From an optimization exercise on the open Yosys and OpenROAD flow, aimed at small area and a short achievable clock period; shortcuts taken in it are not production practice.
In this exercise RTL edits were held to simulation tests only and were not proved equivalent to the original.

// QPU_V
module QPU_V(
  input clk,reset,RDY,
  input [15:0]IR,
  input IRQ1,IRQ2,
  input [7:0] A_result,
  input A_vin,A_cin,
  input [7:0] M_Din,
  input I1,I2,I3,I4,
  output [11:0] pc_out,
  output [9:0]  W_AddrO,
  output [7:0]  W_DoutO,
  output [9:0]  M_AddrO,
  output M_WEO,M_IO,
  output A_adc_sbc,A_cout,
  output [7:0] Op1,Op2,
  output [7:0] ST,OPS,RA,RF,RSP
);
reg        s1;
reg        OPSTR;
reg        IOMode,MWE0,MWEO,LAB7;
reg [3:0]  LWx;
reg [11:0] pc;
reg [9:0]  SP,RX,RY,WAddr;
reg [7:0]  Acc,Flags;
reg [7:0]  OP1R,OP2R;
reg        F1,F2;
reg [2:0]  COP_TYPE,IR_TYPE;
reg [7:0]  WSEL;
reg [2:0]  TT;
wire [2:0] IR_CMD = IR[14:12];
wire [3:0] IR_REG = IR[11:8];
wire [3:0] IR_REGB= IR[3:0];
wire [3:0] PK_REG = (IR_REG >4'b1001)? 4'b1000:IR_REG;
wire [3:0] PK_REGB= (IR_REGB>4'b1001)? 4'b1000:IR_REGB;
wire [7:0] WD_REST;
QPU_V_alu u_alu(.tt(TT), .sh(WSEL[4]), .in(WSEL[5]), .ac(WSEL[7]), .a(OP1R), .b(OP2R), .c(Flags[0]), .acc(Acc), .y(WD_REST));
wire [7:0] WD;
QPU_V_wdsel u_wdsel(.a(A_result), .s(WSEL[3]), .rest(WD_REST), .y(WD));
wire C_NEXT = WSEL[3] ? A_cin : WSEL[4] ? OP1R[0] : Flags[0];
wire [9:0] PBASE = ~s1 ? SP : (IR_TYPE==3'b110) ? RX : (IR_TYPE==3'b111) ? RY : SP;
wire [9:0] PDIFF = PBASE - {{2{IR[7]}},IR[7:0]};
wire dec = ~s1 & ~IR[15];
wire OP_PSH_POP = (IR_TYPE[1:0]==2'b01) & ~LAB7 & COP_TYPE[2] & COP_TYPE[1];
reg [6:0]  n_OP_TYPE;
function [6:0] optype(input [2:0] cmd);
    case (cmd)
  ...
For scale: roughly 820 cells after synthesis, roughly 110 flip-flops.
export LEC_CHECK = 0
export CAP_MARGIN = 20
export CORE_MARGIN = 2
export CORE_UTILIZATION = 40
export SETUP_SLACK_MARGIN = 3.0
export SLEW_MARGIN = 20
export SYNTH_HIERARCHICAL = 1
export SYNTH_MINIMUM_KEEP_SIZE = 0
export TNS_END_PERCENT = 0
create_clock -name core_clock -period 6.0 [get_ports {clk}]
standard.sh (not shown) runs the stock make flow with config.mk's settings and CLKGATE_MAP_FILE= SYNTH_SCRIPT=/design/flow/synth_recipe.tcl, a recipe that flattens the netlist after the stock synthesis.
==> flow/flow/run.sh <==
#!/bin/bash
# Standard ORFS layout (the standard.sh, unchanged synthesis), with the
# port buffers made as sky130_fd_sc_hd__buf_1 instead of the resizer's pick,
# and a clock tree of clkbuf_8 without dummy loads.
set -euo pipefail
cd "$(dirname "$0")/.."
bash standard.sh "BUFFER_PORTS_ARGS=-buffer_cell sky130_fd_sc_hd__buf_1" \
  "CTS_ARGS=-sink_clustering_enable -repair_clock_nets -dont_use_dummy_load -buf_list sky130_fd_sc_hd__clkbuf_8 -root_buf sky130_fd_sc_hd__clkbuf_8" \
  finish > flow_make.log 2>&1
Change:
--- a/flow/design.v
+++ b/flow/design.v
@@ -32,20 +32,22 @@
 wire [3:0] IR_REGB= IR[3:0];
 wire [3:0] PK_REG = (IR_REG >4'b1001)? 4'b1000:IR_REG;
 wire [3:0] PK_REGB= (IR_REGB>4'b1001)? 4'b1000:IR_REGB;
 wire [7:0] WD_REST;
 QPU_V_alu u_alu(.tt(TT), .sh(WSEL[4]), .in(WSEL[5]), .ac(WSEL[7]), .a(OP1R), .b(OP2R), .c(Flags[0]), .acc(Acc), .y(WD_REST));
 wire [7:0] WD;
 QPU_V_wdsel u_wdsel(.a(A_result), .s(WSEL[3]), .rest(WD_REST), .y(WD));
 wire C_NEXT = WSEL[3] ? A_cin : WSEL[4] ? OP1R[0] : Flags[0];
+wire OP_PSH_POP = (IR_TYPE[1:0]==2'b01) & ~LAB7 & COP_TYPE[2] & COP_TYPE[1];
 wire [9:0] PBASE = ~s1 ? SP : (IR_TYPE==3'b110) ? RX : (IR_TYPE==3'b111) ? RY : SP;
-wire [9:0] PDIFF = PBASE - {{2{IR[7]}},IR[7:0]};
+wire       POP   = s1 & OP_PSH_POP & ~COP_TYPE[0];
+wire [7:0] POFF  = IR[7:0] | {8{POP}};
+wire [9:0] PDIFF = PBASE - {{2{POFF[7]}},POFF};
 wire dec = ~s1 & ~IR[15];
-wire OP_PSH_POP = (IR_TYPE[1:0]==2'b01) & ~LAB7 & COP_TYPE[2] & COP_TYPE[1];
 reg [6:0]  n_OP_TYPE;
 function [6:0] optype(input [2:0] cmd);
     case (cmd)
     3'b000: optype=7'b0000001;
     3'b001: optype=7'b0000010;
     3'b010: optype=7'b0000100;
     3'b011: optype=7'b0001000;
     3'b100: optype=7'b0010000;
@@ -192,17 +194,17 @@
             MWE0<=1'b0;
             MWEO<=1'b0;
         end
         if (OP_PSH_POP)
         begin
             if (COP_TYPE[0])
                 SP<=WAddr;
             else
-                SP<=SP+10'd1;
+                SP<=PDIFF;
         end
         IOMode<=1'b0;
         pc<=pc+12'd1;
     end
 end
 assign pc_out=pc;
 assign W_AddrO=WAddr;
 QPU_V_maddr u_maddr(.s1(s1), .wa(WAddr), .ra(IR[11:8]), .rb(IR[3:0]), .y(M_AddrO));
Outcome: Worst setup slack hardly moves. Routed wire length came out lower slightly. Critical path depth is higher by 1. Via count decreases slightly. Die area went down by a few percent.

==> what the ideal ports hide <==
Ports are ideal in the flow. The routed layouts listed here were re-timed in OpenROAD.
Step 1, drivers: a clkbuf_16 drives clk and a buf_2 each remaining input, both assumed.
Step 2 moves the port delays by t, midway between the first and last clock arrival at a register: inputs arrive t later, outputs are due t later. That takes back most of the time a late clock gives input paths.
Three values: ideal, step 1, step 2; two values: the first two.
run | shift t [ns] | slack for setup (ns) | clock arrival spread, ns | worst register clock-pin slew, ns | worst data-port slew with drivers (ns)
the first run | 0.426 | 2.739 / 2.688 / 2.425 | 0.030 / 0.031 | 0.11 / 0.11 | 0.07
the second run | 0.435 | 2.739 / 2.705 / 2.400 | 0.031 / 0.031 | 0.11 / 0.11 | 0.04
After both steps every run listed still meets setup and hold. For the second run, which loses most, drivers alone change the setup slack by -0.034 ns; drivers and shift together by -0.339 ns.
